This design comes from an exercise in tuning for small area, a short achievable clock period and few clock cycles per item on the open sky130 flow, not from production work.
No functional check of the RTL was part of any run shown here.
Power is estimated from default activity; no workload was simulated.

## flow/flow/run.sh

```bash
#!/bin/bash
# Layout flow: the standard ORFS flow, with two changes.
#  1. Synthesis is ORFS's own script (with the standard flow's -nofsm -noshare wrapper,
#     flatten and renaming, as in synth_recipe.tcl), but ABC maps with the
#     script in flow/abc.script and full/half adder extraction can be skipped.
#  2. The port buffers inserted during placement are buf cells instead of
#     the slow clkdlybuf cells that buffer_ports picks by default.
# Settings come from flow/params.sh. Each tool's output goes to its own log.
set -euo pipefail
HERE=$(pwd)
source "$HERE/flow/params.sh"
export MY_ABC_SCRIPT="$HERE/flow/abc.script"
export MY_NOFA
export BUFFER_PORTS_ARGS="-buffer_cell $PORT_BUFFER"
sed "s#SYNTH_SCRIPT=[^ ]*#SYNTH_SCRIPT=$HERE/flow/synth.tcl#" standard.sh > my_standard.sh
bash my_standard.sh finish > flow_make.log 2>&1
```

## flow/flow/abc.script

```
strash
dch
map -a
topo
stime -c
```

## flow/flow/params.sh

```bash
MY_NOFA=1
PORT_BUFFER=sky130_fd_sc_hd__buf_1
```

## flow/flow/synth.tcl

```tcl
# synth_recipe.tcl with two hooks: abc runs flow/abc.script (MY_ABC_SCRIPT),
# and extract_fa is skipped when MY_NOFA is 1.
proc synth {args} { yosys synth -nofsm -noshare {*}$args }
proc abc {args} {
  set out {}
  set skip 0
  foreach a $args {
    if {$skip} { set skip 0; continue }
    if {$a eq "-script" || $a eq "-D"} { set skip 1; continue }
    lappend out $a
  }
  lappend out -script $::env(MY_ABC_SCRIPT)
  yosys abc {*}$out
}
if {$::env(MY_NOFA)} { proc extract_fa {args} {} }
source $::env(SCRIPTS_DIR)/synth.tcl
# left out here: clear keep_hierarchy, flatten, clean up, hide names made inside functions, write 1_2_yosys.v
```

## flow/standard.sh

```bash
#!/bin/bash
# synth_recipe.tcl (not shown) runs the flow's synth.tcl, then flattens the netlist and writes it again
# the make line also repeats each setting of config.mk as NAME=value (left out here)
make -C /OpenROAD-flow-scripts/flow DESIGN_CONFIG=/design/flow/config.mk WORK_HOME=/design/flow/orfs CLKGATE_MAP_FILE= SYNTH_SCRIPT=/design/flow/synth_recipe.tcl "${@:-finish}"
```

## flow/config.mk

```make
export PLATFORM = sky130hd
export DESIGN_NAME = sqrt_mult_system
export DESIGN_NICKNAME = sqrt_mult_system
export VERILOG_FILES = /design/flow/design.v
export SDC_FILE = /design/flow/constraint.sdc
export NUM_CORES = 4
export LEC_CHECK = 0
export CAP_MARGIN = 20
export CORE_MARGIN = 2
export CORE_UTILIZATION = 40
export SETUP_SLACK_MARGIN = 2.6
export SLEW_MARGIN = 20
```

## flow/constraint.sdc

```tcl
create_clock -name core_clock -period 5.0 [get_ports {clk_i}]
set_input_delay 1.0000 -clock core_clock [delete_from_list [all_inputs] [get_ports {clk_i}]]
set_output_delay 1.0000 -clock core_clock [all_outputs]
set_load 0.01 [all_outputs]
```

## flow/design.v

```verilog
module sqrt_mult_system (
    input clk_i,
    input rst_i,
    input start_i,
    input [7:0] a_bi,
    input [7:0] b_bi,
    output [15:0] result,
    output done
);
    wire t_g1 = a_bi[1] & a_bi[0];
    wire t_p1 = a_bi[1] ^ a_bi[0];
    wire t_g2 = a_bi[2] & a_bi[1];
    wire t_p2 = a_bi[2] ^ a_bi[1];
    wire t_g3 = a_bi[3] & a_bi[2];
    wire t_p3 = a_bi[3] ^ a_bi[2];
    wire t_g4 = a_bi[4] & a_bi[3];
    wire t_p4 = a_bi[4] ^ a_bi[3];
    wire t_g5 = a_bi[5] & a_bi[4];
    wire t_p5 = a_bi[5] ^ a_bi[4];
    wire t_g6 = a_bi[6] & a_bi[5];
    wire t_p6 = a_bi[6] ^ a_bi[5];
    wire t_g7 = a_bi[7] & a_bi[6];
    wire t_p7 = a_bi[7] ^ a_bi[6];
    wire t_s0_1p = t_p1 & a_bi[0];
    wire t_s0_3g = t_g3 | (t_p3 & t_g2);
    wire t_s0_3p = t_p3 & t_p2;
    wire t_s0_5g = t_g5 | (t_p5 & t_g4);
    wire t_s0_5p = t_p5 & t_p4;
    wire t_s0_7g = t_g7 | (t_p7 & t_g6);
    wire t_s0_7p = t_p7 & t_p6;
    wire t_s1_2g = t_g2 | (t_p2 & t_g1);
    wire t_s1_2p = t_p2 & t_s0_1p;
    wire t_s1_3g = t_s0_3g | (t_s0_3p & t_g1);
    wire t_s1_3p = t_s0_3p & t_s0_1p;
    wire t_s1_6g = t_g6 | (t_p6 & t_s0_5g);
    wire t_s1_6p = t_p6 & t_s0_5p;
    wire t_s1_7g = t_s0_7g | (t_s0_7p & t_s0_5g);
    wire t_s1_7p = t_s0_7p & t_s0_5p;
    wire t_s2_4g = t_g4 | (t_p4 & t_s1_3g);
    wire t_s2_4p = t_p4 & t_s1_3p;
    wire t_s2_5g = t_s0_5g | (t_s0_5p & t_s1_3g);
    wire t_s2_5p = t_s0_5p & t_s1_3p;
    wire t_s2_6g = t_s1_6g | (t_s1_6p & t_s1_3g);
    wire t_s2_6p = t_s1_6p & t_s1_3p;
    wire t_s2_7g = t_s1_7g | (t_s1_7p & t_s1_3g);
    wire t_s2_7p = t_s1_7p & t_s1_3p;
    wire t_s3_8g = a_bi[7] & t_s2_7g;
    wire t_s3_8p = a_bi[7] & t_s2_7p;
    wire t_x2 = t_p2 ^ t_g1;
    wire t_x3 = t_p3 ^ t_s1_2g;
    wire t_x4 = t_p4 ^ t_s1_3g;
    wire t_x5 = t_p5 ^ t_s2_4g;
    wire t_x6 = t_p6 ^ t_s2_5g;
    wire t_x7 = t_p7 ^ t_s2_6g;
    wire t_x8 = a_bi[7] ^ t_s2_7g;
    wire c1 = b_bi >= 8'd1;
    wire c2 = b_bi >= 8'd4;
    wire c3 = b_bi >= 8'd9;
    wire c4 = b_bi >= 8'd16;
    wire c5 = b_bi >= 8'd25;
    wire c6 = b_bi >= 8'd36;
    wire c7 = b_bi >= 8'd49;
    wire c8 = b_bi >= 8'd64;
    wire c9 = b_bi >= 8'd81;
    wire c10 = b_bi >= 8'd100;
    wire c11 = b_bi >= 8'd121;
    wire c12 = b_bi >= 8'd144;
    wire c13 = b_bi >= 8'd169;
    wire c14 = b_bi >= 8'd196;
    wire c15 = b_bi >= 8'd225;
    wire le1 = (c1 & ~c2) | (c5 & ~c6) | (c9 & ~c10) | (c13 & ~c14);
    wire le2 = (c2 & ~c3) | (c6 & ~c7) | (c10 & ~c11) | (c14 & ~c15);
    wire le3 = (c3 & ~c4) | (c7 & ~c8) | (c11 & ~c12) | c15;
    wire he1 = c4 & ~c8;
    wire he2 = c8 & ~c12;
    wire lv0 = (le1 & a_bi[0]) | (le3 & a_bi[0]);
    wire lv1 = (le1 & a_bi[1]) | (le2 & a_bi[0]) | (le3 & t_p1);
    wire lv2 = (le1 & a_bi[2]) | (le2 & a_bi[1]) | (le3 & t_x2);
    wire lv3 = (le1 & a_bi[3]) | (le2 & a_bi[2]) | (le3 & t_x3);
    wire lv4 = (le1 & a_bi[4]) | (le2 & a_bi[3]) | (le3 & t_x4);
    wire lv5 = (le1 & a_bi[5]) | (le2 & a_bi[4]) | (le3 & t_x5);
    wire lv6 = (le1 & a_bi[6]) | (le2 & a_bi[5]) | (le3 & t_x6);
    wire lv7 = (le1 & a_bi[7]) | (le2 & a_bi[6]) | (le3 & t_x7);
    wire lv8 = (le2 & a_bi[7]) | (le3 & t_x8);
    wire lv9 = (le3 & t_s3_8g);
    wire hv0 = (he1 & a_bi[0]) | (c12 & a_bi[0]);
    wire hv1 = (he1 & a_bi[1]) | (he2 & a_bi[0]) | (c12 & t_p1);
    wire hv2 = (he1 & a_bi[2]) | (he2 & a_bi[1]) | (c12 & t_x2);
    wire hv3 = (he1 & a_bi[3]) | (he2 & a_bi[2]) | (c12 & t_x3);
    wire hv4 = (he1 & a_bi[4]) | (he2 & a_bi[3]) | (c12 & t_x4);
    wire hv5 = (he1 & a_bi[5]) | (he2 & a_bi[4]) | (c12 & t_x5);
    wire hv6 = (he1 & a_bi[6]) | (he2 & a_bi[5]) | (c12 & t_x6);
    wire hv7 = (he1 & a_bi[7]) | (he2 & a_bi[6]) | (c12 & t_x7);
    wire hv8 = (he2 & a_bi[7]) | (c12 & t_x8);
    wire hv9 = (c12 & t_s3_8g);
    wire fl_g0 = lv2 & hv0;
    wire fl_p0 = lv2 ^ hv0;
    wire fl_g1 = lv3 & hv1;
    wire fl_p1 = lv3 ^ hv1;
    wire fl_s0_1g = fl_g1 | (fl_p1 & fl_g0);
    wire fl_s0_1p = fl_p1 & fl_p0;
    wire fl_x1 = fl_p1 ^ fl_g0;
    reg        done_r;
    reg [3:0] res_lo;
    reg        cy_r;
    reg [5:0] up_lo;
    reg [7:0] up_hi;
    always @(posedge clk_i) begin
        done_r <= start_i & ~rst_i;
        res_lo <= {fl_x1, fl_p0, lv1, lv0};
        cy_r <= {fl_s0_1g};
        up_lo <= {lv9, lv8, lv7, lv6, lv5, lv4};
        up_hi <= {hv9, hv8, hv7, hv6, hv5, hv4, hv3, hv2};
    end
    wire fu_g0 = up_lo[0] & up_hi[0];
    wire fu_p0 = up_lo[0] ^ up_hi[0];
    wire fu_g1 = up_lo[1] & up_hi[1];
    wire fu_p1 = up_lo[1] ^ up_hi[1];
    wire fu_g2 = up_lo[2] & up_hi[2];
    wire fu_p2 = up_lo[2] ^ up_hi[2];
    wire fu_g3 = up_lo[3] & up_hi[3];
    wire fu_p3 = up_lo[3] ^ up_hi[3];
    wire fu_g4 = up_lo[4] & up_hi[4];
    wire fu_p4 = up_lo[4] ^ up_hi[4];
    wire fu_g5 = up_lo[5] & up_hi[5];
    wire fu_p5 = up_lo[5] ^ up_hi[5];
    wire fu_gc = fu_g0 | (fu_p0 & cy_r);
    wire fu_s0_1g = fu_g1 | (fu_p1 & fu_gc);
    wire fu_s0_1p = fu_p1 & fu_p0;
    wire fu_s0_3g = fu_g3 | (fu_p3 & fu_g2);
    wire fu_s0_3p = fu_p3 & fu_p2;
    wire fu_s0_5g = fu_g5 | (fu_p5 & fu_g4);
    wire fu_s0_5p = fu_p5 & fu_p4;
    wire fu_s0_7p = up_hi[7] & up_hi[6];
    wire fu_s1_2g = fu_g2 | (fu_p2 & fu_s0_1g);
    wire fu_s1_2p = fu_p2 & fu_s0_1p;
    wire fu_s1_3g = fu_s0_3g | (fu_s0_3p & fu_s0_1g);
    wire fu_s1_3p = fu_s0_3p & fu_s0_1p;
    wire fu_s1_6g = up_hi[6] & fu_s0_5g;
    wire fu_s1_6p = up_hi[6] & fu_s0_5p;
    wire fu_s1_7g = fu_s0_7p & fu_s0_5g;
    wire fu_s1_7p = fu_s0_7p & fu_s0_5p;
    wire fu_s2_4g = fu_g4 | (fu_p4 & fu_s1_3g);
    wire fu_s2_4p = fu_p4 & fu_s1_3p;
    wire fu_s2_5g = fu_s0_5g | (fu_s0_5p & fu_s1_3g);
    wire fu_s2_5p = fu_s0_5p & fu_s1_3p;
    wire fu_s2_6g = fu_s1_6g | (fu_s1_6p & fu_s1_3g);
    wire fu_s2_6p = fu_s1_6p & fu_s1_3p;
    wire fu_s2_7g = fu_s1_7g | (fu_s1_7p & fu_s1_3g);
    wire fu_s2_7p = fu_s1_7p & fu_s1_3p;
    wire fu_x0 = fu_p0 ^ cy_r;
    wire fu_x1 = fu_p1 ^ fu_gc;
    wire fu_x2 = fu_p2 ^ fu_s0_1g;
    wire fu_x3 = fu_p3 ^ fu_s1_2g;
    wire fu_x4 = fu_p4 ^ fu_s1_3g;
    wire fu_x5 = fu_p5 ^ fu_s2_4g;
    wire fu_x6 = up_hi[6] ^ fu_s2_5g;
    wire fu_x7 = up_hi[7] ^ fu_s2_6g;
    assign result = {4'b0, fu_x7, fu_x6, fu_x5, fu_x4, fu_x3, fu_x2, fu_x1, fu_x0, res_lo};
    assign done   = done_r;
endmodule
```

==> results of run 1 <==
==> metal layers <==
| metal | wire (um) | part of all wire |
|---|---|---|
| met5 | 0 | 0 |
| met3 | 114 | 0.030 |
| met1 | 1540 | 0.40 |
| met2 | 2040 | 0.53 |
| met4 | 158 | 0.041 |
==> state kept, by name (all words and copies together) (netlist names) <==
name / flops
done_r: 1
up_hi: 8
cy_r: 1
res_lo: 4
up_lo: 6
==> placed cells by master (no fill, tap or decap), types with 4 or more instances in the layout <==
cell type,netlist,layout
a21oi_2,0,4
buf_1,0,14
o21ai_2,0,5
xnor2_1,6,6
nor2_2,0,12
buf_6,0,6
a21oi_1,9,4
nand2_2,0,4
buf_2,0,10
o21ai_1,0,5
o221ai_1,9,7
nor2_1,47,27
clkbuf_4,0,4
clkinv_2,0,10
conb_1,1,4
nor2_4,0,8
xor2_1,11,10
clkinv_1,41,20
dfxtp_1,20,18
buf_4,12,30
nand2_1,21,17
inv_4,0,6
==> logic make-up after synthesis <==
group           Yosys count  synth area share
xor+xnor                 17             0.104
flops                    20             0.280
compound gates           49             0.218
simple gates             77             0.217
buf+inv                  53             0.171
fa+ha+maj                 1           0.00701
other cells               1           0.00262
==> repair_timing <==
action / in CTS / in global routing
resized for setup: 61 / 47
hold buffers: 0 / 0
buffers inserted: 21 / 13
setup endpoints to repair: 19 / 20
pin swaps: 21 / 18
==> where the power goes <==
part	switching [W]	internal, W	leakage (nW)
logic	0.000175	0.000159	0.757
clock network	0.0000487	0.0000445	0.0210
registers	0.0000116	0.000185	0.168
total	0.000236	0.000388	0.946
==> final timing paths <==
path                 start          to  depth (start not counted)
setup / recovery  up_hi[0]  result[11]                         13
hold / removal       rst_i      done_r                          2
==> stage by stage <==
stage / util / instance area [um2]
floorplan: - / 1590
CTS: 0.604 / 2050
global placement: 0.493 / 1670
finish: 0.673 / 2280
global route: 0.673 / 2280
detailed placement: 0.493 / 1670
==> cell type report <==
type | instances | area [um2]
multi-input cells | 148 | 1110
fillers | 296 | 1110
repair buffers | 65 | 438
flip-flops and latches | 20 | 403
inverters | 41 | 234
well taps | 46 | 57.6
clock buffers | 4 | 36.3
==> impl_metrics.env, run 1 <==
export IMPL_post_route_period_util=0.649
export IMPL_ys_warnings_count=1
export IMPL_start_kind="flip-flop"
export IMPL_ant_nets=0
export IMPL_synth_common_cells="47 x nor2_1, 41 x clkinv_1, 21 x nand2_1, 20 x dfxtp_1, 16 x o21ai_0"
export IMPL_critPathKind="reg -> out"
export IMPL_async_reset_ff_frac=0
export IMPL_path_common_cell="nand2_2"
export IMPL_synthFlopType="dfxtp_1"
export IMPL_gr_max_usage_layer="met2"
export IMPL_critPathMaxStageDelay_ns=0.37
export IMPL_hold_viol_final=0
export IMPL_clockRootBuffer="clkbuf_4"
export IMPL_worst_slack_ns=1.75
export IMPL_synth_edf_count=0
export IMPL_die_w_um=63.8
export IMPL_io_pins=36
export IMPL_fin_tns_setup_ns=0
export IMPL_dieArea_um2=4070
export IMPL_drive_gt1_frac=0.486
export IMPL_cts_clk_slew_worst_paths_ns=0.10
export IMPL_cp_end_kind="primary output"
export IMPL_nNetsFinal=298
export IMPL_start_util=0.422
export IMPL_dr_pass1_iters=4
export IMPL_rsz0062_at_grt="yes"
export IMPL_routed_wl_mm=3.86
export IMPL_hpwlAfterDp_mm=2.39
export IMPL_cts_buffers=3
export IMPL_syn_inst=218
export IMPL_grt_pass1_vias=1452
export IMPL_overflow=0
export IMPL_grt_met2_usage=0.326
export IMPL_yosysSeqAreaShare=0.280
export IMPL_finalCriticalPeriod_ns=3.25
export IMPL_crit_family="simple AND/OR/NAND/NOR gates"
export IMPL_routedWlPerCell_um=11.9
export IMPL_gp_congestion=0.860
export IMPL_grt_pass1_wl_mm=6.23
export IMPL_cp_required_ns=4.00
export IMPL_cp_max_fo=3
export IMPL_grtUsageMet1=0.231
export IMPL_fin_cells=324
export IMPL_antenna_found_initial=0
export IMPL_htreeDepth=1
export IMPL_drt_first_iter_violations=44
export IMPL_hp_class="in -> reg"
export IMPL_max_cap_violations=0
export IMPL_avgSynthCellArea_um2=6.55
export IMPL_grt_max_degree=12
export IMPL_clockBufferDepth=2
export IMPL_synth_area_top_cells="dfxtp_1 28%, nor2_1 12%, clkinv_1 11%, xor2_1 6.7%, buf_4 6.3%"
export IMPL_grt_usage=0.191
export IMPL_area_growth_pct=59.6
export IMPL_outcome="no timing/DRC/antenna violations"
export IMPL_yosysTopAreaCell="dfxtp_1"
export IMPL_grt_use_met3=0.0176
export IMPL_vias_per_cell=4.92
export IMPL_synth_cell_types=23
export IMPL_cts_tree="built"
export IMPL_place_inst=286
export IMPL_io_buffers=31
export IMPL_row_count=21
export IMPL_cp_slowest_cell="dfxtp_2"
export IMPL_path_cells="nand2_2 > inv_4 > nor3b_4 > nor2_2 > clkinv_2 > a21oi_4 > o21ai_2 > maj3_2 > nand2_2 > a31oi_4 > and2_4 > xor2_1 > buf_2"
export IMPL_antenna_diode_count=0
export IMPL_cts_sinks=20
export IMPL_ir_worst_vdd_mv=0.102
export IMPL_fin_hold_ws_ns=0.828
export IMPL_place_ws_ns=1.83
export IMPL_core_um2=3390
export IMPL_arrival_ns=2.25
export IMPL_yosysMostFrequentCell="nor2_1"
export IMPL_slew_viol_final=0
export IMPL_path_buf_inv=3
export IMPL_finalSetupViolations=0
export IMPL_ys_ff_latch=20
export IMPL_p_leak_nw=0.946
export IMPL_num_vias=1595
export IMPL_netlist_area_um2=1430
export IMPL_fmax_ghz=0.308
export IMPL_netlist_area_leader_share=0.280
export IMPL_dieHeight_um=63.8
export IMPL_p_total_w=0.000624
export IMPL_power_density_nw_per_um2=273
export IMPL_drc=0
==> run 2: changes to the inputs <==
--- a/flow/config.mk
+++ b/flow/config.mk
@@ -9,4 +9,4 @@
 export CORE_MARGIN = 2
 export CORE_UTILIZATION = 40
-export SETUP_SLACK_MARGIN = 2.6
+export SETUP_SLACK_MARGIN = 1.8
 export SLEW_MARGIN = 20
==> run 2 against run 1 <==
Sequential share of layout area is 6.6 points higher. Area after synthesis did not move. Die area unchanged. Hold slack better by 0.0087 ns. Clock power fell by 5.1%. Via count fell by 11%. Critical path depth shrank 1. Final area decreased by 26%. First-iteration DRC count increased by 14%. Sequential power about the same. Global-route usage fell by 4.3 points. Critical path type unchanged. Critical endpoint unchanged. Largest power group unchanged.
==> impl_metrics.env, run 2 <==
export IMPL_cts_tree="built"
export IMPL_arrival_ns=2.19
export IMPL_outcome="no timing/DRC/antenna violations"
export IMPL_synth_edf_count=0
export IMPL_dieHeight_um=63.8
export IMPL_dr_pass1_iters=4
export IMPL_finalCriticalPeriod_ns=3.19
export IMPL_cp_end_kind="primary output"
export IMPL_vias_per_cell=4.84
export IMPL_slew_viol_final=0
export IMPL_rsz0062_at_grt="yes"
export IMPL_row_count=21
export IMPL_layout_commonest_cell="nor2_1"
export IMPL_yosysMostFrequentCell="nor2_1"
export IMPL_ant_nets=0
export IMPL_p_total_w=0.000518
export IMPL_ys_ff_latch=20
export IMPL_yosysSeqAreaShare=0.280
export IMPL_yosysTopAreaCell="dfxtp_1"
export IMPL_cp_required_ns=4.00
export IMPL_place_inst=287
export IMPL_p_leak_nw=0.645
export IMPL_netlist_area_um2=1430
export IMPL_cts_buffers=3
export IMPL_layout_common_cells="43 x nor2_1, 38 x clkinv_1, 29 x buf_1"
export IMPL_antenna_diode_count=0
export IMPL_power_density_nw_per_um2=309
export IMPL_largest_register="up_hi"
export IMPL_async_reset_ff_frac=0
export IMPL_num_vias=1422
export IMPL_clockBufferDepth=2
export IMPL_cts_hold_fix_buffers=0
export IMPL_fmax_ghz=0.314
export IMPL_drt_first_iter_violations=50
export IMPL_max_cap_violations=0
export IMPL_hpwlAfterDp_mm=2.34
export IMPL_hp_class="in -> reg"
export IMPL_grtUsageMet1=0.210
export IMPL_avgSynthCellArea_um2=6.55
export IMPL_die_w_um=63.8
export IMPL_io_buffers=31
export IMPL_largest_reg_flops=8
export IMPL_cp_max_fo=2
export IMPL_dieArea_um2=4070
export IMPL_grt_met2_usage=0.233
export IMPL_seq_area_um2=408
export IMPL_n_fill_cell=370
export IMPL_finalSetupViolations=0
export IMPL_hold_viol_final=0
export IMPL_synth_common_cells="47 x nor2_1, 41 x clkinv_1, 21 x nand2_1, 20 x dfxtp_1, 16 x o21ai_0"
export IMPL_clockRootBuffer="clkbuf_4"
export IMPL_critPathKind="reg -> out"
export IMPL_multi_input_comb_area_um2=870
export IMPL_reg_largest_list="up_hi (8), up_lo (6), res_lo (4)"
export IMPL_start_kind="flip-flop"
export IMPL_ir_worst_vdd_mv=0.0895
export IMPL_synth_area_top_cells="dfxtp_1 28%, nor2_1 12%, clkinv_1 11%, xor2_1 6.7%, buf_4 6.3%"
export IMPL_grt_pass1_wl_mm=4.93
export IMPL_syn_inst=218
export IMPL_gr_max_usage_layer="met2"
export IMPL_grt_usage=0.148
export IMPL_overflow=0
export IMPL_routed_wl_mm=2.87
export IMPL_netlist_area_leader_share=0.280
export IMPL_ys_warnings_count=1
export IMPL_drive_gt1_frac=0.117
export IMPL_fin_cells=294
export IMPL_start_util=0.422
export IMPL_synth_cell_types=23
export IMPL_gp_congestion=0.860
export IMPL_antenna_found_initial=0
export IMPL_core_um2=3390
export IMPL_fin_tns_setup_ns=0
export IMPL_io_pins=36
export IMPL_post_route_period_util=0.638
export IMPL_routedWlPerCell_um=9.77
export IMPL_nNetsFinal=268
export IMPL_cts_sinks=20
export IMPL_grt_pass1_vias=1164
export IMPL_grt_use_met3=0.0106
export IMPL_cts_clk_slew_worst_paths_ns=0.10
export IMPL_area_growth_pct=17.4
export IMPL_htreeDepth=1
export IMPL_synthFlopType="dfxtp_1"
export IMPL_grt_max_degree=12
export IMPL_drc=0
[run 2: cell types whose count changed in the layout (fill, tap and decap cells not counted), moves of 9 or more]
cell | before | now
nor2_1 | 27 | 43
clkinv_2 | 10 | 1
buf_4 | 30 | 4
nor2_2 | 12 | 2
clkinv_1 | 20 | 38
o21ai_0 | 3 | 15
buf_1 | 14 | 29
[run 2: routing by layer]
layer  share of wire  routed length (um)
met5               0                   0
met4           0.013                  38
met1            0.50                1430
met2            0.44                1260
met3           0.049                 140
[run 2: cell type report]
type / instances / share of cell area
Multi-Input combinational cell: 148 / 0.518
Sequential cell: 20 / 0.243
Inverter: 41 / 0.0940
Timing Repair Buffer: 35 / 0.0887
Tap cell: 46 / 0.0343
Clock buffer: 4 / 0.0216
[run 2: worst paths after layout]
kind	startpoint	to	slack (ns)	depth (start not counted)
worst max-delay path	up_lo[0]	result[11]	1.81	12
worst min-delay path	rst_i	done_r	0.84	2
[run 2: cells by family (layout without fill, tap and decap cells)]
| logic type | count (synthesis) | after routing | synth area share |
|---|---|---|---|
| compound gates | 49 | 49 | 0.218 |
| xor+xnor | 17 | 17 | 0.104 |
| fa+ha+maj | 1 | 1 | 0.00701 |
| buf+inv | 53 | 80 | 0.171 |
| flops | 20 | 20 | 0.280 |
| other cells | 1 | 4 | 0.00262 |
| simple gates | 77 | 77 | 0.217 |
[run 2: where the power goes]
group	leakage, nW	internal (W)	switching [W]
Sequential	0.169	0.000185	0.0000125
Combinational	0.455	0.0000956	0.000137
Clock	0.0210	0.0000444	0.0000442
Total	0.645	0.000325	0.000194
[run 2: per-stage QoR]
| stage | util | hold slack, ns | cell area (um2) | setup slack (ns) |
|---|---|---|---|---|
| 2_1_floorplan | - | 1.07 | 1440 | 2.01 |
| 3_3_place_gp | 0.452 | 1.15 | 1530 | 1.46 |
| 3_5_place_dp | 0.452 | 1.16 | 1530 | 1.49 |
| 4_1_cts | 0.485 | 0.833 | 1650 | 1.70 |
| 5_1_grt | 0.495 | 0.831 | 1680 | 1.68 |
| 6_report | 0.495 | 0.837 | 1680 | 1.81 |
[run 2: worst max-delay path, stage by stage (launching register included)]
cell,delay (ns)
dfxtp_4,0.37
nor2_4,0.13
nor3b_4,0.06
nor2_2,0.11
clkinv_2,0.08
a21oi_4,0.14
o21ai_2,0.08
maj3_2,0.31
nand2_2,0.09
a31oi_4,0.08
and2_4,0.15
xor2_1,0.14
buf_2,0.13
[run 2: what timing repair did]
| action | CTS | global route |
|---|---|---|
| endpoints found under the setup margin | 4 | 6 |
| gates resized for setup | 20 | 9 |
| hold endpoints to repair | 0 | 0 |
| setup buffers | 3 | 0 |
| pin swaps | 9 | 8 |
==> run 3: changes to the inputs <==
==> flow/flow/abc.script (replaced) <==
strash
dch
map -D 2000
topo
stime -c
==> run 3 against run 2 <==
Highest routed layer unchanged. Clock-buffer cell count stayed put. Area after synthesis unchanged. Non-clock buffer count is the same. Still clean on timing, DRC and antenna.
==> impl_metrics.env, run 3 <==
export IMPL_outcome="no timing/DRC/antenna violations"
export IMPL_critPathKind="reg -> out"
export IMPL_avgSynthCellArea_um2=6.55
export IMPL_io_pins=36
export IMPL_arrival_ns=2.19
export IMPL_utilization=0.495
export IMPL_syn_inst=218
export IMPL_yosysSeqAreaShare=0.280
export IMPL_layout_common_cells="43 x nor2_1, 38 x clkinv_1, 29 x buf_1"
export IMPL_grt_pass1_vias=1164
export IMPL_p_leak_nw=0.645
export IMPL_ant_nets=0
export IMPL_critPathMaxStageDelay_ns=0.37
export IMPL_fin_tns_setup_ns=0
export IMPL_synth_area_top_cells="dfxtp_1 28%, nor2_1 12%, clkinv_1 11%, xor2_1 6.7%, buf_4 6.3%"
export IMPL_num_vias=1422
export IMPL_start_util=0.422
export IMPL_hold_depth=2
export IMPL_clockPowerShare=0.171
export IMPL_gp_congestion=0.860
export IMPL_synth_edf_count=0
export IMPL_largest_reg_flops=8
export IMPL_internal_power_w=0.000325
export IMPL_max_cap_violations=0
export IMPL_sw_frac_of_total=0.373
export IMPL_synthFlopType="dfxtp_1"
export IMPL_drive_gt1_frac=0.117
export IMPL_netlist_area_leader_share=0.280
export IMPL_fmax_ghz=0.314
export IMPL_post_route_period_util=0.638
export IMPL_cp_required_ns=4.00
export IMPL_yosysMostFrequentCell="nor2_1"
export IMPL_dieArea_um2=4070
export IMPL_cts_clk_slew_worst_paths_ns=0.10
export IMPL_cts_sinks=20
export IMPL_routed_wl_mm=2.87
export IMPL_start_kind="flip-flop"
export IMPL_synth_cell_types=23
export IMPL_place_inst=287
export IMPL_slew_viol_final=0
export IMPL_io_buffers=31
export IMPL_vias_per_cell=4.84
export IMPL_worst_slack_ns=1.81
export IMPL_antenna_found_initial=0
export IMPL_area_growth_pct=17.4
export IMPL_htreeDepth=1
export IMPL_ys_warnings_count=1
export IMPL_grt_max_degree=12
export IMPL_cts_hold_fix_buffers=0
export IMPL_largest_register="up_hi"
export IMPL_cts_buffers=3
export IMPL_routedWlPerCell_um=9.77
export IMPL_row_count=21
export IMPL_min_to="done_r"
export IMPL_finalCriticalPeriod_ns=3.19
export IMPL_grt_usage=0.148
export IMPL_path_cells="nor2_4 > nor3b_4 > nor2_2 > clkinv_2 > a21oi_4 > o21ai_2 > maj3_2 > nand2_2 > a31oi_4 > and2_4 > xor2_1 > buf_2"
export IMPL_placed_area_um2=1530
export IMPL_rsz0062_at_grt="yes"
export IMPL_hold_viol_final=0
export IMPL_dieHeight_um=63.8
export IMPL_dr_pass1_iters=4
export IMPL_cp_max_fo=2
export IMPL_switchingPower_w=0.000194
export IMPL_cts_tree="built"
export IMPL_fin_cells=294
export IMPL_hp_class="in -> reg"
export IMPL_finalSetupViolations=0
export IMPL_pwr_share_comb=0.448
export IMPL_overflow=0
export IMPL_hpwlAfterDp_mm=2.34
export IMPL_final_cell_area_um2=1680
export IMPL_grt_pass1_wl_mm=4.93
export IMPL_sequentialPowerShare=0.381
export IMPL_ir_worst_vdd_mv=0.0895
export IMPL_async_reset_ff_frac=0
export IMPL_reg_largest_list="up_hi (8), up_lo (6), res_lo (4)"
export IMPL_die_w_um=63.8
export IMPL_place_ws_ns=1.49
export IMPL_netlist_area_um2=1430
export IMPL_yosysTopAreaCell="dfxtp_1"
export IMPL_power_density_nw_per_um2=309
export IMPL_core_um2=3390
export IMPL_clockBufferDepth=2
export IMPL_cp_slowest_cell="dfxtp_4"
export IMPL_ys_ff_latch=20
export IMPL_clockRootBuffer="clkbuf_4"
export IMPL_nNetsFinal=268
export IMPL_layout_commonest_cell="nor2_1"
export IMPL_synth_common_cells="47 x nor2_1, 41 x clkinv_1, 21 x nand2_1, 20 x dfxtp_1, 16 x o21ai_0"
export IMPL_cp_end_kind="primary output"
export IMPL_hp_start="rst_i"
export IMPL_antenna_diode_count=0
export IMPL_drt_first_iter_violations=50
export IMPL_drc=0
[run 3: cell counts after synthesis]
No cell type changed its count.
[run 3: how the worst max path moves through the flow]
stage / start / endpoint / slack [ns]
after global routing: up_lo[0] / result[11] / 1.68
final: up_lo[0] / result[11] / 1.81
after floorplan: up_hi[0] / result[11] / 2.01
after global placement: b_bi[7] / cy_r / 1.46
after detailed placement: b_bi[7] / cy_r / 1.49
after CTS: up_hi[0] / result[11] / 1.70
[run 3: layout make-up]
type	count	area [um2]
Fill cell	370	1710
Multi-Input combinational cell	148	870
Sequential cell	20	408
Inverter	41	158
Timing Repair Buffer	35	149
Tap cell	46	57.6
Clock buffer	4	36.3
[run 3: cells by family (layout without fill, tap and decap cells)]
family | after synthesis | in the layout | share of synthesized area
other cells | 1 | 4 | 0.00262
compound gates | 49 | 49 | 0.218
flops | 20 | 20 | 0.280
xor+xnor | 17 | 17 | 0.104
fa+ha+maj | 1 | 1 | 0.00701
buf+inv | 53 | 80 | 0.171
simple gates | 77 | 77 | 0.217
[run 3: power by group through the flow]
stage,clock network [W],registers [W],logic [W]
after global placement,0,0.000197,0.000200
after CTS,0.0000916,0.000197,0.000226
after global routing,0.0000982,0.000201,0.000259
final,0.0000885,0.000197,0.000232
after floorplan,0,0.000200,0.000184
after detailed placement,0,0.000198,0.000200
[run 3: timing repair]
item | 4_1_cts | 5_1_grt
resized for setup | 20 | 9
setup endpoints to repair | 4 | 6
pin swaps | 9 | 8
buffers inserted | 3 | 0
[run 3: worst max-delay path, delay by kind of cell, from the launching register on]
family                   cells  cell delay [ns]
AND/OR/NAND/NOR              5             0.54
AO/OA/AOI/OAI                3             0.30
buffers and inverters        2             0.21
flip-flops                   1             0.37
XOR/XNOR                     1             0.14
adder cells (fa/ha/maj)      1             0.31
[run 3: metal layers]
layer,routed length [um],vias up,global-route usage,part of all wire
met3,140,4,0.0106,0.049
met4,38,0,0.0571,0.013
met1,1430,612,0.210,0.50
li1,-,759,-,-
met2,1260,47,0.233,0.44
met5,0,-,0,0
[run 3: metrics by stage]
step	hold WS (ns)	total power [W]
6_report	0.837	0.000518
3_5_place_dp	1.16	0.000398
5_1_grt	0.831	0.000558
4_1_cts	0.833	0.000514
3_3_place_gp	1.15	0.000398
2_1_floorplan	1.07	0.000384
==> run 4: changes to the inputs <==
==> flow/flow/abc.script (replaced) <==
strash
dch
map -a
topo
stime -c
--- a/flow/config.mk
+++ b/flow/config.mk
@@ -9,4 +9,4 @@
 export CORE_MARGIN = 2
 export CORE_UTILIZATION = 40
-export SETUP_SLACK_MARGIN = 1.8
+export SETUP_SLACK_MARGIN = 2.2
 export SLEW_MARGIN = 20
==> run 4 against run 3 <==
Critical path depth did not move. Critical endpoint unchanged. Maximum frequency fell by 1.0%. Non-clock buffer count rose by 29. Clock-buffer cell count did not move. Clock power fell by 0.6%. Routed wire length rose by 23%. Cell count rose by 9.9%. Area after synthesis did not move. Setup slack got worse by 0.033 ns. Sequential power barely moved. Still clean on timing, DRC and antenna. Via count rose by 8.0%.
==> impl_metrics.env, run 4 <==
export IMPL_die_w_um=63.8
export IMPL_p_total_w=0.000639
export IMPL_cp_required_ns=4.00
export IMPL_io_pins=36
export IMPL_n_fill_cell=324
export IMPL_vias_per_cell=4.76
export IMPL_grt_max_degree=12
export IMPL_syn_inst=218
export IMPL_drc=0
export IMPL_yosysMostFrequentCell="nor2_1"
export IMPL_antenna_diode_count=0
export IMPL_ir_worst_vdd_mv=0.0991
export IMPL_drive_gt1_frac=0.321
export IMPL_dr_pass1_iters=4
export IMPL_synth_edf_count=0
export IMPL_num_vias=1536
export IMPL_p_leak_nw=0.866
export IMPL_grt_pass1_wl_mm=5.71
export IMPL_ant_nets=0
export IMPL_drt_first_iter_violations=45
export IMPL_hp_start="rst_i"
export IMPL_htreeDepth=1
export IMPL_reg_largest_list="up_hi (8), up_lo (6), res_lo (4)"
export IMPL_cts_clk_slew_worst_paths_ns=0.10
export IMPL_start_util=0.422
export IMPL_antenna_found_initial=0
export IMPL_max_cap_violations=0
export IMPL_cts_hold_fix_buffers=0
export IMPL_slew_viol_final=0
export IMPL_routed_wl_mm=3.54
export IMPL_synthFlopType="dfxtp_1"
export IMPL_post_route_period_util=0.645
export IMPL_dieHeight_um=63.8
export IMPL_dieArea_um2=4070
export IMPL_netlist_area_um2=1430
export IMPL_rsz0062_at_grt="yes"
export IMPL_power_density_nw_per_um2=313
export IMPL_io_buffers=31
export IMPL_area_growth_pct=42.6
export IMPL_fin_hold_ws_ns=0.845
export IMPL_fmax_ghz=0.310
export IMPL_cts_tree="built"
export IMPL_ys_warnings_count=1
export IMPL_grt_usage=0.173
export IMPL_outcome="no timing/DRC/antenna violations"
export IMPL_avgSynthCellArea_um2=6.55
export IMPL_cts_sinks=20
export IMPL_async_reset_ff_frac=0
export IMPL_nNetsFinal=297
export IMPL_hold_viol_final=0
export IMPL_cp_end_kind="primary output"
export IMPL_finalSetupViolations=0
export IMPL_synth_common_cells="47 x nor2_1, 41 x clkinv_1, 21 x nand2_1, 20 x dfxtp_1, 16 x o21ai_0"
export IMPL_clockBufferDepth=2
export IMPL_netlist_area_leader_share=0.280
export IMPL_synth_cell_types=23
export IMPL_finalCriticalPeriod_ns=3.22
export IMPL_synth_area_top_cells="dfxtp_1 28%, nor2_1 12%, clkinv_1 11%, xor2_1 6.7%, buf_4 6.3%"
export IMPL_ys_ff_latch=20
export IMPL_arrival_ns=2.22
export IMPL_hpwlAfterDp_mm=2.38
export IMPL_clockRootBuffer="clkbuf_4"
export IMPL_start_kind="flip-flop"
export IMPL_yosysSeqAreaShare=0.280
export IMPL_cp_max_fo=2
export IMPL_critPathKind="reg -> out"
export IMPL_hp_class="in -> reg"
export IMPL_fin_tns_setup_ns=0
export IMPL_yosysTopAreaCell="dfxtp_1"
export IMPL_final_cell_area_um2=2040
export IMPL_layout_common_cells="37 x nor2_1, 28 x clkinv_1, 22 x buf_1"
export IMPL_hold_depth=2
export IMPL_gp_congestion=0.837
export IMPL_grt_pass1_vias=1342
export IMPL_routedWlPerCell_um=11.0
export IMPL_core_um2=3390
export IMPL_placed_area_um2=1560
export IMPL_largest_register="up_hi"
export IMPL_row_count=21
export IMPL_min_to="done_r"
export IMPL_cts_buffers=3
export IMPL_overflow=0
export IMPL_largest_reg_flops=8
export IMPL_layout_commonest_cell="nor2_1"
[run 4: cell count changes in the layout (fill, tap and decap cells not counted), sizes merged]
cell	previous run	this run
clkbuf	4	6
clkinv	39	30
inv	2	11
buf	35	62
[run 4: cell type report]
cell class | count | area [um2] | area share
clock buffers | 4 | 36.3 | 0.0178
well taps | 46 | 57.6 | 0.0282
multi-input cells | 148 | 946 | 0.464
repair buffers | 64 | 432 | 0.212
flip-flops and latches | 20 | 408 | 0.200
inverters | 41 | 159 | 0.0780
[run 4: critical path, cell delays in order (launching register included)]
cell and delay, ns:
dfxtp_4 0.37, nor2_4 0.14, nor3b_4 0.06, nor2_2 0.12
inv_2 0.06, a21oi_4 0.16, o21ai_2 0.09, maj3_2 0.33
nand2_2 0.10, a31oi_4 0.08, and2_4 0.15, xor2_1 0.15
buf_2 0.13
[run 4: power by group]
part	switching (W)	internal, W
registers	0.0000134	0.000185
clock network	0.0000437	0.0000443
logic	0.000169	0.000183
[run 4: worst max path at each step]
| stage | start | end | depth (start not counted) | slack, ns |
|---|---|---|---|---|
| global route | up_hi[0] | result[11] | 13 | 1.65 |
| floorplan | up_lo[0] | result[11] | 12 | 2.11 |
| detailed placement | b_bi[7] | cy_r | 14 | 1.68 |
| global placement | b_bi[7] | cy_r | 14 | 1.65 |
| CTS | up_lo[0] | result[11] | 12 | 1.80 |
| finish | up_lo[0] | result[11] | 12 | 1.78 |
[run 4: timing repair]
item	CTS	global route
endpoints found under the setup margin	9	17
pin swaps	10	12
setup buffers	26	6
gates cloned	0	0
resized for setup	14	58
[run 4: routing by layer]
layer | part of all wire | GRT usage | vias up
li1 | - | - | 817
met1 | 0.43 | 0.221 | 680
met2 | 0.53 | 0.307 | 37
met3 | 0.041 | 0.00880 | 2
met4 | 0.0023 | 0.0679 | 0
met5 | 0 | 0 | -
[run 4: per-stage QoR]
step / setup WS, ns / util / cells
after floorplan: 2.11 / - / 221
after global placement: 1.65 / 0.460 / 287
after detailed placement: 1.68 / 0.460 / 287
after CTS: 1.80 / 0.540 / 317
after global routing: 1.65 / 0.601 / 323
final: 1.78 / 0.601 / 323
[run 4: cells by family after synthesis]
kind of cell | count (synthesis) | synth area share
buffers and inverters | 53 | 0.171
adder cells (fa/ha/maj) | 1 | 0.00701
AO/OA/AOI/OAI | 49 | 0.218
other | 1 | 0.00262
XOR/XNOR | 17 | 0.104
AND/OR/NAND/NOR | 77 | 0.217
flip-flops | 20 | 0.280
==> run 5: changes to the inputs <==
==> flow/flow/abc.script (replaced) <==
strash
dch
map -D 2000
topo
stime -c
==> run 5 against run 4 <==
Combinational power is essentially flat. Clock power is essentially flat. Global-route usage is the same. Setup slack is the same. Clock-buffer cell count is the same. Area after synthesis is the same. First-iteration DRC count is the same. Maximum frequency is the same. Via count is the same. Core utilization is the same. Sequential power is essentially flat. Synthesized cell count is the same.
==> impl_metrics.env, run 5 <==
export IMPL_area_growth_pct=42.6
export IMPL_cts_tree="built"
export IMPL_fmax_ghz=0.310
export IMPL_async_reset_ff_frac=0
export IMPL_cp_required_ns=4.00
export IMPL_final_cell_area_um2=2040
export IMPL_antenna_found_initial=0
export IMPL_internal_power_w=0.000413
export IMPL_cp_end_kind="primary output"
export IMPL_yosysMostFrequentCell="nor2_1"
export IMPL_overflow=0
export IMPL_grt_pass1_wl_mm=5.71
export IMPL_reg_largest_list="up_hi (8), up_lo (6), res_lo (4)"
export IMPL_slew_viol_final=0
export IMPL_start_util=0.422
export IMPL_sequentialPowerShare=0.311
export IMPL_post_route_period_util=0.645
export IMPL_hold_depth=2
export IMPL_routedWlPerCell_um=11.0
export IMPL_synthFlopType="dfxtp_1"
export IMPL_synth_edf_count=0
export IMPL_cts_hold_fix_buffers=0
export IMPL_yosysTopAreaCell="dfxtp_1"
export IMPL_synth_common_cells="47 x nor2_1, 41 x clkinv_1, 21 x nand2_1, 20 x dfxtp_1, 16 x o21ai_0"
export IMPL_cts_buffers=3
export IMPL_syn_inst=218
export IMPL_ys_ff_latch=20
export IMPL_io_buffers=31
export IMPL_hpwlAfterDp_mm=2.38
export IMPL_cts_clk_slew_worst_paths_ns=0.10
export IMPL_largest_reg_flops=8
export IMPL_ir_worst_vdd_mv=0.0991
export IMPL_seq_area_um2=408
export IMPL_sw_frac_of_total=0.354
export IMPL_cts_sinks=20
export IMPL_ys_warnings_count=1
export IMPL_num_vias=1536
export IMPL_grt_usage=0.173
export IMPL_vias_per_cell=4.76
export IMPL_clockBufferDepth=2
export IMPL_gp_congestion=0.837
export IMPL_dieArea_um2=4070
export IMPL_dieHeight_um=63.8
export IMPL_routed_wl_mm=3.54
export IMPL_p_leak_nw=0.866
export IMPL_drive_gt1_frac=0.321
export IMPL_grt_pass1_vias=1342
export IMPL_largest_register="up_hi"
export IMPL_multi_input_comb_area_um2=946
export IMPL_critPathKind="reg -> out"
export IMPL_netlist_area_um2=1430
export IMPL_outcome="no timing/DRC/antenna violations"
export IMPL_antenna_diode_count=0
export IMPL_finalCriticalPeriod_ns=3.22
export IMPL_rsz0062_at_grt="yes"
export IMPL_dr_pass1_iters=4
export IMPL_yosysSeqAreaShare=0.280
export IMPL_die_w_um=63.8
export IMPL_clockRootBuffer="clkbuf_4"
export IMPL_clockPowerShare=0.138
export IMPL_synth_cell_types=23
export IMPL_hold_viol_final=0
export IMPL_fin_hold_ws_ns=0.845
export IMPL_grt_max_degree=12
export IMPL_htreeDepth=1
export IMPL_core_um2=3390
export IMPL_nNetsFinal=297
export IMPL_layout_commonest_cell="nor2_1"
export IMPL_cp_max_fo=2
export IMPL_min_to="done_r"
export IMPL_netlist_area_leader_share=0.280
export IMPL_arrival_ns=2.22
export IMPL_synth_area_top_cells="dfxtp_1 28%, nor2_1 12%, clkinv_1 11%, xor2_1 6.7%, buf_4 6.3%"
export IMPL_row_count=21
export IMPL_max_cap_violations=0
export IMPL_n_fill_cell=324
export IMPL_switchingPower_w=0.000226
export IMPL_power_density_nw_per_um2=313
export IMPL_pwr_share_comb=0.551
export IMPL_layout_common_cells="37 x nor2_1, 28 x clkinv_1, 22 x buf_1"
export IMPL_fin_tns_setup_ns=0
export IMPL_hp_class="in -> reg"
export IMPL_avgSynthCellArea_um2=6.55
export IMPL_placed_area_um2=1560
export IMPL_drt_first_iter_violations=45
export IMPL_start_kind="flip-flop"
export IMPL_io_pins=36
export IMPL_hp_start="rst_i"
export IMPL_drc=0
export IMPL_ant_nets=0
export IMPL_finalSetupViolations=0
-- run 5: layer usage --
layer  share of wire  global-route usage  up-vias  routed length [um]
met3           0.041             0.00880        2                 146
met1            0.43               0.221      680                1520
li1                -                   -      817                   -
met2            0.53               0.307       37                1870
met5               0                   0        -                   0
met4          0.0023              0.0679        0                   8
-- run 5: kinds of logic (layout without fill, tap and decap cells) --
| kind of cell | after synthesis | count (layout) | share of synthesized area |
|---|---|---|---|
| XOR/XNOR | 17 | 17 | 0.104 |
| AND/OR/NAND/NOR | 77 | 77 | 0.217 |
| AO/OA/AOI/OAI | 49 | 49 | 0.218 |
| flip-flops | 20 | 20 | 0.280 |
| buffers and inverters | 53 | 109 | 0.171 |
| adder cells (fa/ha/maj) | 1 | 1 | 0.00701 |
| other | 1 | 4 | 0.00262 |
-- run 5: cell type report --
cell class                 instances  area share
tap                               46      0.0282
sequential                        20       0.200
clock buffer                       4      0.0178
multi-input combinational        148       0.464
inverter                          41      0.0780
timing repair buffer              64       0.212
-- run 5: power by group through the flow --
stage | registers, W | logic (W) | clock network, W
after floorplan | 0.000201 | 0.000192 | 0
final | 0.000198 | 0.000352 | 0.0000880
after CTS | 0.000196 | 0.000280 | 0.0000908
after global routing | 0.000202 | 0.000382 | 0.0000968
after global placement | 0.000199 | 0.000208 | 0
after detailed placement | 0.000200 | 0.000208 | 0
-- run 5: worst max-delay path by stage --
stage / start / slack, ns / cells past startpoint / to
after detailed placement: b_bi[7] / 1.68 / 14 / cy_r
final: up_lo[0] / 1.78 / 12 / result[11]
after CTS: up_lo[0] / 1.80 / 12 / result[11]
after floorplan: up_lo[0] / 2.11 / 12 / result[11]
after global placement: b_bi[7] / 1.65 / 14 / cy_r
after global routing: up_hi[0] / 1.65 / 13 / result[11]
-- run 5: repair_timing --
item | 4_1_cts | 5_1_grt
hold endpoints to repair | 0 | 0
endpoints found under the setup margin | 9 | 17
resized for setup | 14 | 58
buffers inserted | 26 | 6
pin swaps | 10 | 12
-- run 5: metrics by stage --
stage               instances  total power [W]   util  setup slack, ns
finish                    323         0.000639  0.601             1.78
global route              323         0.000681  0.601             1.65
CTS                       317         0.000567  0.540             1.80
detailed placement        287         0.000408  0.460             1.68
global placement          287         0.000407  0.460             1.65
floorplan                 221         0.000393      -             2.11
-- run 5: worst max-delay path: stages (launching register included) --
cell and delay [ns]:
dfxtp_4 0.37, nor2_4 0.14, nor3b_4 0.06, nor2_2 0.12
inv_2 0.06, a21oi_4 0.16, o21ai_2 0.09, maj3_2 0.33
nand2_2 0.10, a31oi_4 0.08, and2_4 0.15, xor2_1 0.15
buf_2 0.13
==> run 6: changes to the inputs <==
--- a/flow/config.mk
+++ b/flow/config.mk
@@ -9,4 +9,4 @@
 export CORE_MARGIN = 2
 export CORE_UTILIZATION = 40
-export SETUP_SLACK_MARGIN = 2.2
+export SETUP_SLACK_MARGIN = 2.6
 export SLEW_MARGIN = 20
==> run 6 against run 5 <==
Sequential share of layout area down 2.3 points. Non-clock buffer count rose by 1. Sequential power is essentially flat. Still clean. Core utilization increased by 7.2 points. Flip-flop and latch count unchanged. Maximum frequency fell by 0.69%. Global-route usage grew 1.7 points. Clock-buffer cell count unchanged. Final area rose by 12%.
==> impl_metrics.env, run 6 <==
export IMPL_syn_inst=218
export IMPL_die_w_um=63.8
export IMPL_met1_length_mm=1.54
export IMPL_highest_layer="met4"
export IMPL_largest_register="up_hi"
export IMPL_netlist_area_um2=1430
export IMPL_yosysSeqAreaShare=0.280
export IMPL_synth_cell_types=23
export IMPL_drt_first_iter_violations=44
export IMPL_nNetsFinal=298
export IMPL_synth_common_cells="47 x nor2_1, 41 x clkinv_1, 21 x nand2_1, 20 x dfxtp_1, 16 x o21ai_0"
export IMPL_cts_tree="built"
export IMPL_post_route_period_util=0.649
export IMPL_p_leak_nw=0.946
export IMPL_io_buffers=31
export IMPL_gp_congestion=0.860
export IMPL_place_ws_ns=1.83
export IMPL_n_fill_cell=296
export IMPL_outcome="no timing/DRC/antenna violations"
export IMPL_avgSynthCellArea_um2=6.55
export IMPL_drc=0
export IMPL_slew_viol_final=0
export IMPL_area_growth_pct=59.6
export IMPL_hold_viol_final=0
export IMPL_finalSetupViolations=0
export IMPL_clockRootBuffer="clkbuf_4"
export IMPL_met3WireLength_um=114
export IMPL_cts_hold_fix_buffers=0
export IMPL_async_reset_ff_frac=0
export IMPL_synthSimpleGateAreaFrac=0.217
export IMPL_overflow=0
export IMPL_switchingPower_w=0.000236
export IMPL_hpwlAfterDp_mm=2.39
export IMPL_clockBufferDepth=2
export IMPL_place_inst=286
export IMPL_routed_wl_mm=3.86
export IMPL_p_total_w=0.000624
export IMPL_utilization=0.673
export IMPL_synth_area_top_cells="dfxtp_1 28%, nor2_1 12%, clkinv_1 11%, xor2_1 6.7%, buf_4 6.3%"
export IMPL_hp_start="rst_i"
export IMPL_synth_top_family_by_area="compound AO/OA/AOI/OAI gates"
export IMPL_routedWlPerCell_um=11.9
export IMPL_core_um2=3390
export IMPL_grt_max_degree=12
export IMPL_power_density_nw_per_um2=273
export IMPL_dr_wl_met2_mm=2.04
export IMPL_cts_sinks=20
export IMPL_grt_pass1_vias=1452
export IMPL_min_to="done_r"
export IMPL_io_pins=36
export IMPL_synth_edf_count=0
export IMPL_dieHeight_um=63.8
export IMPL_fmax_ghz=0.308
export IMPL_antenna_found_initial=0
export IMPL_cp_required_ns=4.00
export IMPL_clockPowerShare=0.150
export IMPL_rsz0062_at_grt="yes"
export IMPL_largest_reg_flops=8
export IMPL_ys_ff_latch=20
export IMPL_synth_xor_area_frac=0.104
export IMPL_cp_max_fo=3
export IMPL_internal_power_w=0.000388
export IMPL_cp_end_kind="primary output"
export IMPL_start_kind="flip-flop"
export IMPL_max_cap_violations=0
export IMPL_synth_mux_area_frac=0
export IMPL_worst_slack_ns=1.75
export IMPL_layout_commonest_cell="buf_4"
export IMPL_hp_class="in -> reg"
export IMPL_ant_nets=0
export IMPL_htreeDepth=1
export IMPL_start_util=0.422
export IMPL_ys_warnings_count=1
export IMPL_dr_pass1_iters=4
export IMPL_fin_cells=324
export IMPL_arrival_ns=2.25
export IMPL_reg_largest_list="up_hi (8), up_lo (6), res_lo (4)"
export IMPL_drive_gt1_frac=0.486
export IMPL_antenna_diode_count=0
export IMPL_layout_common_cells="30 x buf_4, 27 x nor2_1, 20 x clkinv_1"
export IMPL_cts_clk_slew_worst_paths_ns=0.10
export IMPL_vias_per_cell=4.92
export IMPL_synth_compound_area_frac=0.218
export IMPL_sequentialPowerShare=0.315
export IMPL_netlist_area_leader_share=0.280
export IMPL_pwr_share_comb=0.536
export IMPL_row_count=21
export IMPL_grt_pass1_wl_mm=6.23
export IMPL_yosys_area_share_adder=0.00701
export IMPL_crit_start="up_hi[0]"
export IMPL_ir_worst_vdd_mv=0.102
export IMPL_cts_buffers=3
export IMPL_yosysTopAreaCell="dfxtp_1"
export IMPL_fin_tns_setup_ns=0
export IMPL_finalCriticalPeriod_ns=3.25
export IMPL_sw_frac_of_total=0.378
export IMPL_hold_depth=2
export IMPL_dieArea_um2=4070
export IMPL_critPathKind="reg -> out"
export IMPL_num_vias=1595
export IMPL_grt_usage=0.191
export IMPL_synthFlopType="dfxtp_1"
export IMPL_yosysMostFrequentCell="nor2_1"
==> run 6: cell counts after synthesis <==
No cell type changed its count.
==> run 6: per-stage QoR <==
step                      hold slack, ns  instance area (um2)
final                              0.828                 2280
after floorplan                     1.07                 1590
after global placement              1.15                 1670
after detailed placement            1.16                 1670
after CTS                          0.838                 2050
after global routing               0.824                 2280
==> run 6: layout make-up <==
type	count	area (um2)	area share
tap	46	57.6	0.0252
clock buffer	4	36.3	0.0159
sequential	20	403	0.177
inverter	41	234	0.103
multi-input combinational	148	1110	0.488
timing repair buffer	65	438	0.192
==> run 6: logic make-up after synthesis <==
| kind of cell | Yosys count |
|---|---|
| and+or+nand+nor | 77 |
| xor gates and xnor gates | 17 |
| adders and majority gates | 1 |
| AOI/OAI and AO/OA | 49 |
| buffers and inverters | 53 |
| DFF | 20 |
| other | 1 |
==> run 6: repair_timing <==
action                     4_1_cts  5_1_grt
buffers inserted                21       13
pin swaps                       21       18
setup endpoints to repair       19       20
gates resized for setup         61       47
==> run 6: how the worst max path moves through the flow <==
stage	to	slack, ns	cells past startpoint
final	result[11]	1.75	13
after global routing	result[11]	1.59	13
after CTS	result[11]	1.77	13
after detailed placement	cy_r	1.83	14
after global placement	cy_r	1.82	14
after floorplan	result[11]	2.11	12
==> run 6: critical path: stages (launching register included) <==
cell	delay, ns
dfxtp_2	0.37
nand2_2	0.07
inv_4	0.07
nor3b_4	0.04
nor2_2	0.13
clkinv_2	0.09
a21oi_4	0.14
o21ai_2	0.07
maj3_2	0.32
nand2_2	0.10
a31oi_4	0.09
and2_4	0.17
xor2_1	0.14
buf_2	0.13
==> run 6: layer usage <==
| metal | vias up | GRT usage |
|---|---|---|
| met5 | - | 0 |
| met4 | 0 | 0.114 |
| met3 | 15 | 0.0176 |
| met2 | 44 | 0.326 |
| met1 | 720 | 0.231 |
| li1 | 816 | - |
==> run 6: power by group through the flow <==
stage | Clock, W | Combinational [W] | Sequential, W
after floorplan | 0 | 0.000202 | 0.000201
after global placement | 0 | 0.000220 | 0.000198
after detailed placement | 0 | 0.000219 | 0.000199
after CTS | 0.0000924 | 0.000279 | 0.000196
after global routing | 0.000103 | 0.000365 | 0.000200
final | 0.0000933 | 0.000334 | 0.000196
==> run 7: changes to the inputs <==
--- a/flow/design.v
+++ b/flow/design.v
@@ -98,18 +98,30 @@
     wire fl_g1 = lv3 & hv1;
     wire fl_p1 = lv3 ^ hv1;
+    wire fl_g2 = lv4 & hv2;
+    wire fl_p2 = lv4 ^ hv2;
+    wire fl_g3 = lv5 & hv3;
+    wire fl_p3 = lv5 ^ hv3;
     wire fl_s0_1g = fl_g1 | (fl_p1 & fl_g0);
     wire fl_s0_1p = fl_p1 & fl_p0;
+    wire fl_s0_3g = fl_g3 | (fl_p3 & fl_g2);
+    wire fl_s0_3p = fl_p3 & fl_p2;
+    wire fl_s1_2g = fl_g2 | (fl_p2 & fl_s0_1g);
+    wire fl_s1_2p = fl_p2 & fl_s0_1p;
+    wire fl_s1_3g = fl_s0_3g | (fl_s0_3p & fl_s0_1g);
+    wire fl_s1_3p = fl_s0_3p & fl_s0_1p;
     wire fl_x1 = fl_p1 ^ fl_g0;
+    wire fl_x2 = fl_p2 ^ fl_s0_1g;
+    wire fl_x3 = fl_p3 ^ fl_s1_2g;
     reg        done_r;
-    reg [3:0] res_lo;
+    reg [5:0] res_lo;
     reg        cy_r;
-    reg [5:0] up_lo;
-    reg [7:0] up_hi;
+    reg [3:0] up_lo;
+    reg [5:0] up_hi;
     always @(posedge clk_i) begin
         done_r <= start_i & ~rst_i;
-        res_lo <= {fl_x1, fl_p0, lv1, lv0};
-        cy_r <= {fl_s0_1g};
-        up_lo <= {lv9, lv8, lv7, lv6, lv5, lv4};
-        up_hi <= {hv9, hv8, hv7, hv6, hv5, hv4, hv3, hv2};
+        res_lo <= {fl_x3, fl_x2, fl_x1, fl_p0, lv1, lv0};
+        cy_r <= {fl_s1_3g};
+        up_lo <= {lv9, lv8, lv7, lv6};
+        up_hi <= {hv9, hv8, hv7, hv6, hv5, hv4};
     end
     wire fu_g0 = up_lo[0] & up_hi[0];
@@ -121,8 +133,4 @@
     wire fu_g3 = up_lo[3] & up_hi[3];
     wire fu_p3 = up_lo[3] ^ up_hi[3];
-    wire fu_g4 = up_lo[4] & up_hi[4];
-    wire fu_p4 = up_lo[4] ^ up_hi[4];
-    wire fu_g5 = up_lo[5] & up_hi[5];
-    wire fu_p5 = up_lo[5] ^ up_hi[5];
     wire fu_gc = fu_g0 | (fu_p0 & cy_r);
     wire fu_s0_1g = fu_g1 | (fu_p1 & fu_gc);
@@ -130,32 +138,20 @@
     wire fu_s0_3g = fu_g3 | (fu_p3 & fu_g2);
     wire fu_s0_3p = fu_p3 & fu_p2;
-    wire fu_s0_5g = fu_g5 | (fu_p5 & fu_g4);
-    wire fu_s0_5p = fu_p5 & fu_p4;
-    wire fu_s0_7p = up_hi[7] & up_hi[6];
+    wire fu_s0_5p = up_hi[5] & up_hi[4];
     wire fu_s1_2g = fu_g2 | (fu_p2 & fu_s0_1g);
     wire fu_s1_2p = fu_p2 & fu_s0_1p;
     wire fu_s1_3g = fu_s0_3g | (fu_s0_3p & fu_s0_1g);
     wire fu_s1_3p = fu_s0_3p & fu_s0_1p;
-    wire fu_s1_6g = up_hi[6] & fu_s0_5g;
-    wire fu_s1_6p = up_hi[6] & fu_s0_5p;
-    wire fu_s1_7g = fu_s0_7p & fu_s0_5g;
-    wire fu_s1_7p = fu_s0_7p & fu_s0_5p;
-    wire fu_s2_4g = fu_g4 | (fu_p4 & fu_s1_3g);
-    wire fu_s2_4p = fu_p4 & fu_s1_3p;
-    wire fu_s2_5g = fu_s0_5g | (fu_s0_5p & fu_s1_3g);
+    wire fu_s2_4g = up_hi[4] & fu_s1_3g;
+    wire fu_s2_4p = up_hi[4] & fu_s1_3p;
+    wire fu_s2_5g = fu_s0_5p & fu_s1_3g;
     wire fu_s2_5p = fu_s0_5p & fu_s1_3p;
-    wire fu_s2_6g = fu_s1_6g | (fu_s1_6p & fu_s1_3g);
-    wire fu_s2_6p = fu_s1_6p & fu_s1_3p;
-    wire fu_s2_7g = fu_s1_7g | (fu_s1_7p & fu_s1_3g);
-    wire fu_s2_7p = fu_s1_7p & fu_s1_3p;
     wire fu_x0 = fu_p0 ^ cy_r;
     wire fu_x1 = fu_p1 ^ fu_gc;
     wire fu_x2 = fu_p2 ^ fu_s0_1g;
     wire fu_x3 = fu_p3 ^ fu_s1_2g;
-    wire fu_x4 = fu_p4 ^ fu_s1_3g;
-    wire fu_x5 = fu_p5 ^ fu_s2_4g;
-    wire fu_x6 = up_hi[6] ^ fu_s2_5g;
-    wire fu_x7 = up_hi[7] ^ fu_s2_6g;
-    assign result = {4'b0, fu_x7, fu_x6, fu_x5, fu_x4, fu_x3, fu_x2, fu_x1, fu_x0, res_lo};
+    wire fu_x4 = up_hi[4] ^ fu_s1_3g;
+    wire fu_x5 = up_hi[5] ^ fu_s2_4g;
+    assign result = {4'b0, fu_x5, fu_x4, fu_x3, fu_x2, fu_x1, fu_x0, res_lo};
     assign done   = done_r;
 endmodule
==> flow/flow/abc.script (replaced) <==
strash
dch
map -a
topo
stime -c
--- a/flow/config.mk
+++ b/flow/config.mk
@@ -9,4 +9,4 @@
 export CORE_MARGIN = 2
 export CORE_UTILIZATION = 40
-export SETUP_SLACK_MARGIN = 2.6
+export SETUP_SLACK_MARGIN = 1.8
 export SLEW_MARGIN = 20
==> run 7 against run 6 <==
Power decreased by 25%. Synthesized cell count fell by 10%. Non-clock buffer count shrank 31. Cell count shrank 17%. Largest power group unchanged. Critical endpoint is now cy_r. Sequential power decreased by 7%. Setup slack better by 0.23 ns. Flip-flop and latch count shrank 2.
==> impl_metrics.env, run 7 <==
export IMPL_vias_per_cell=4.91
export IMPL_synth_common_cells="37 x nor2_1, 34 x clkinv_1, 23 x nand2_1, 18 x dfxtp_1, 14 x xor2_1"
export IMPL_io_pins=36
export IMPL_grt_pass1_vias=1113
export IMPL_routedWlPerCell_um=10.2
export IMPL_core_um2=3100
export IMPL_gp_congestion=0.922
export IMPL_min_to="done_r"
export IMPL_grt_usage=0.159
export IMPL_ys_warnings_count=1
export IMPL_post_route_period_util=0.602
export IMPL_drt_first_iter_violations=33
export IMPL_dieHeight_um=61.6
export IMPL_area_growth_pct=17.5
export IMPL_htreeDepth=1
export IMPL_critPathKind="in -> reg"
export IMPL_routed_wl_mm=2.75
export IMPL_overflow=0
export IMPL_hpwlAfterDp_mm=2.14
export IMPL_drive_gt1_frac=0.128
export IMPL_max_cap_violations=0
export IMPL_clockRootBuffer="clkbuf_4"
export IMPL_placed_area_um2=1440
export IMPL_ant_nets=0
export IMPL_cp_required_ns=5.19
export IMPL_synth_area_top_cells="dfxtp_1 27%, nor2_1 10%, clkinv_1 9.6%, xor2_1 9.2%, o221ai_1 8.6%"
export IMPL_hold_viol_final=0
export IMPL_slew_viol_final=0
export IMPL_p_leak_nw=0.590
export IMPL_hp_start="rst_i"
export IMPL_yosysTopAreaCell="dfxtp_1"
export IMPL_cp_end_kind="flip-flop"
export IMPL_yosysSeqAreaShare=0.272
export IMPL_syn_inst=196
export IMPL_outcome="no timing/DRC/antenna violations"
export IMPL_nNetsFinal=247
export IMPL_final_cell_area_um2=1560
export IMPL_grt_pass1_wl_mm=4.59
export IMPL_cp_max_fo=5
export IMPL_hp_class="in -> reg"
export IMPL_antenna_found_initial=0
export IMPL_synth_cell_types=23
export IMPL_cts_buffers=3
export IMPL_netlist_area_leader_share=0.272
export IMPL_rsz0062_at_grt="yes"
export IMPL_io_buffers=31
export IMPL_row_count=20
export IMPL_antenna_diode_count=0
export IMPL_reg_largest_list="res_lo (6), up_hi (6), up_lo (4)"
export IMPL_fmax_ghz=0.332
export IMPL_grt_max_degree=10
export IMPL_fin_tns_setup_ns=0
export IMPL_cts_clk_slew_worst_paths_ns=0.10
export IMPL_cts_sinks=18
export IMPL_start_kind="input pin"
export IMPL_clockBufferDepth=2
export IMPL_cts_tree="built"
export IMPL_die_w_um=61.6
export IMPL_async_reset_ff_frac=0
export IMPL_num_vias=1326
export IMPL_layout_common_cells="32 x nor2_1, 30 x clkinv_1, 28 x buf_1"
export IMPL_drc=0
export IMPL_netlist_area_um2=1330
export IMPL_power_density_nw_per_um2=301
export IMPL_yosysMostFrequentCell="nor2_1"
export IMPL_ys_ff_latch=18
export IMPL_layout_commonest_cell="nor2_1"
export IMPL_n_fill_cell=338
export IMPL_dr_pass1_iters=4
export IMPL_dieArea_um2=3790
export IMPL_arrival_ns=3.20
export IMPL_ir_worst_vdd_mv=0.105
export IMPL_finalCriticalPeriod_ns=3.01
export IMPL_synthFlopType="dfxtp_1"
export IMPL_finalSetupViolations=0
export IMPL_start_util=0.427
export IMPL_hold_depth=2
export IMPL_synth_edf_count=0
export IMPL_avgSynthCellArea_um2=6.77
[run 7: area by class of cell]
| cell class | instances | area, um2 | share of cell area |
|---|---|---|---|
| clock buffers | 3 | 22.5 | 0.0144 |
| repair buffers | 34 | 143 | 0.0915 |
| inverters | 34 | 135 | 0.0867 |
| well taps | 44 | 55.1 | 0.0353 |
| multi-input cells | 137 | 841 | 0.539 |
| flip-flops and latches | 18 | 363 | 0.233 |
[run 7: routing by layer]
metal / vias up / share of wire / track usage
met5: - / 0 / 0
met4: 0 / 0.010 / 0.0547
met3: 4 / 0.044 / 0.0273
met2: 33 / 0.47 / 0.266
met1: 585 / 0.48 / 0.205
li1: 704 / - / -
[run 7: critical path, cell delays in order]
cell and delay (ns):
clkbuf_2 0.16, clkinv_1 0.13, nor2_1 0.12, clkinv_1 0.11, a211oi_1 0.22, clkinv_1 0.12
nand2_1 0.07, nand3_1 0.10, clkinvlp_4 0.13, buf_4 0.14, o221ai_1 0.15, maj3_1 0.42
maj3_1 0.33
[run 7: worst max path at each step]
stage | endpoint | depth (start not counted) | start
after floorplan | cy_r | 12 | b_bi[3]
after global placement | cy_r | 13 | b_bi[7]
after detailed placement | cy_r | 13 | b_bi[3]
after CTS | cy_r | 14 | b_bi[6]
after global routing | res_lo[5] | 14 | b_bi[4]
final | cy_r | 13 | b_bi[6]
[run 7: power breakdown]
| part | internal, W | switching (W) |
|---|---|---|
| clock network | 0.0000280 | 0.0000441 |
| logic | 0.0000849 | 0.000130 |
| registers | 0.000173 | 0.00000939 |
[run 7: kinds of logic (layout without fill, tap and decap cells)]
group	Yosys count	after routing	synth area share
other cells	1	4	0.00283
compound gates	42	42	0.213
xor+xnor	20	20	0.132
fa+ha+maj	3	3	0.0226
simple gates	68	68	0.205
flops	18	18	0.272
buf+inv	44	71	0.153
[run 7: repair_timing]
item,in CTS,in global routing
hold buffers,0,0
buffers inserted,0,3
endpoints found under the hold margin,0,0
pin swaps,0,3
endpoints found under the setup margin,3,4
resized for setup,7,19
[run 7: metrics by stage]
| step | hold slack [ns] | util | total power (W) | cells | worst slack, ns |
|---|---|---|---|---|---|
| 2_1_floorplan | 1.07 | - | 0.000360 | 199 | 1.82 |
| 3_3_place_gp | 1.15 | 0.463 | 0.000383 | 264 | 1.24 |
| 3_5_place_dp | 1.15 | 0.463 | 0.000383 | 264 | 1.31 |
| 4_1_cts | 0.832 | 0.475 | 0.000458 | 267 | 1.78 |
| 5_1_grt | 0.843 | 0.502 | 0.000513 | 270 | 1.77 |
| 6_report | 0.843 | 0.502 | 0.000470 | 270 | 1.99 |

## afterwards: timing with drivers on the ports
No port has a modelled driver above. Below, the same layouts with a new extraction and two added sets of constraints.
Step 1, drivers: a clkbuf_16 drives clk_i and a buf_2 each remaining input, both assumed.
Step 2 also shifts input and output timing later by t, the mid clock arrival at the registers, as if the neighbouring blocks saw the same clock.
Slacks: ideal ports / drivers / drivers and shift; pairs: ideal ports / drivers.
run | shift t [ns] | setup WS [ns] | hold slack, ns | worst register clock-pin slew, ns | worst data-port slew with drivers (ns)
run 1 | 0.327 | 1.755 / 1.732 / 2.059 | 0.828 / 0.829 / 1.155 | 0.10 / 0.10 | 0.06
run 2 | 0.310 | 1.810 / 1.789 / 1.742 | 0.837 / 0.839 / 1.149 | 0.10 / 0.10 | 0.03
run 3 | 0.310 | 1.810 / 1.789 / 1.742 | 0.837 / 0.839 / 1.149 | 0.10 / 0.10 | 0.03
run 4 | 0.304 | 1.777 / 1.758 / 2.052 | 0.845 / 0.850 / 1.155 | 0.10 / 0.10 | 0.03
run 5 | 0.304 | 1.777 / 1.758 / 2.052 | 0.845 / 0.850 / 1.155 | 0.10 / 0.10 | 0.03
run 6 | 0.327 | 1.755 / 1.732 / 2.059 | 0.828 / 0.829 / 1.155 | 0.10 / 0.10 | 0.06
run 7 | 0.311 | 1.988 / 1.967 / 1.674 | 0.843 / 0.845 / 1.157 | 0.10 / 0.10 | 0.03
After both steps every run listed still meets setup and hold. For run 7, which loses most, drivers alone change the setup slack by -0.021 ns; drivers and shift together by -0.314 ns.
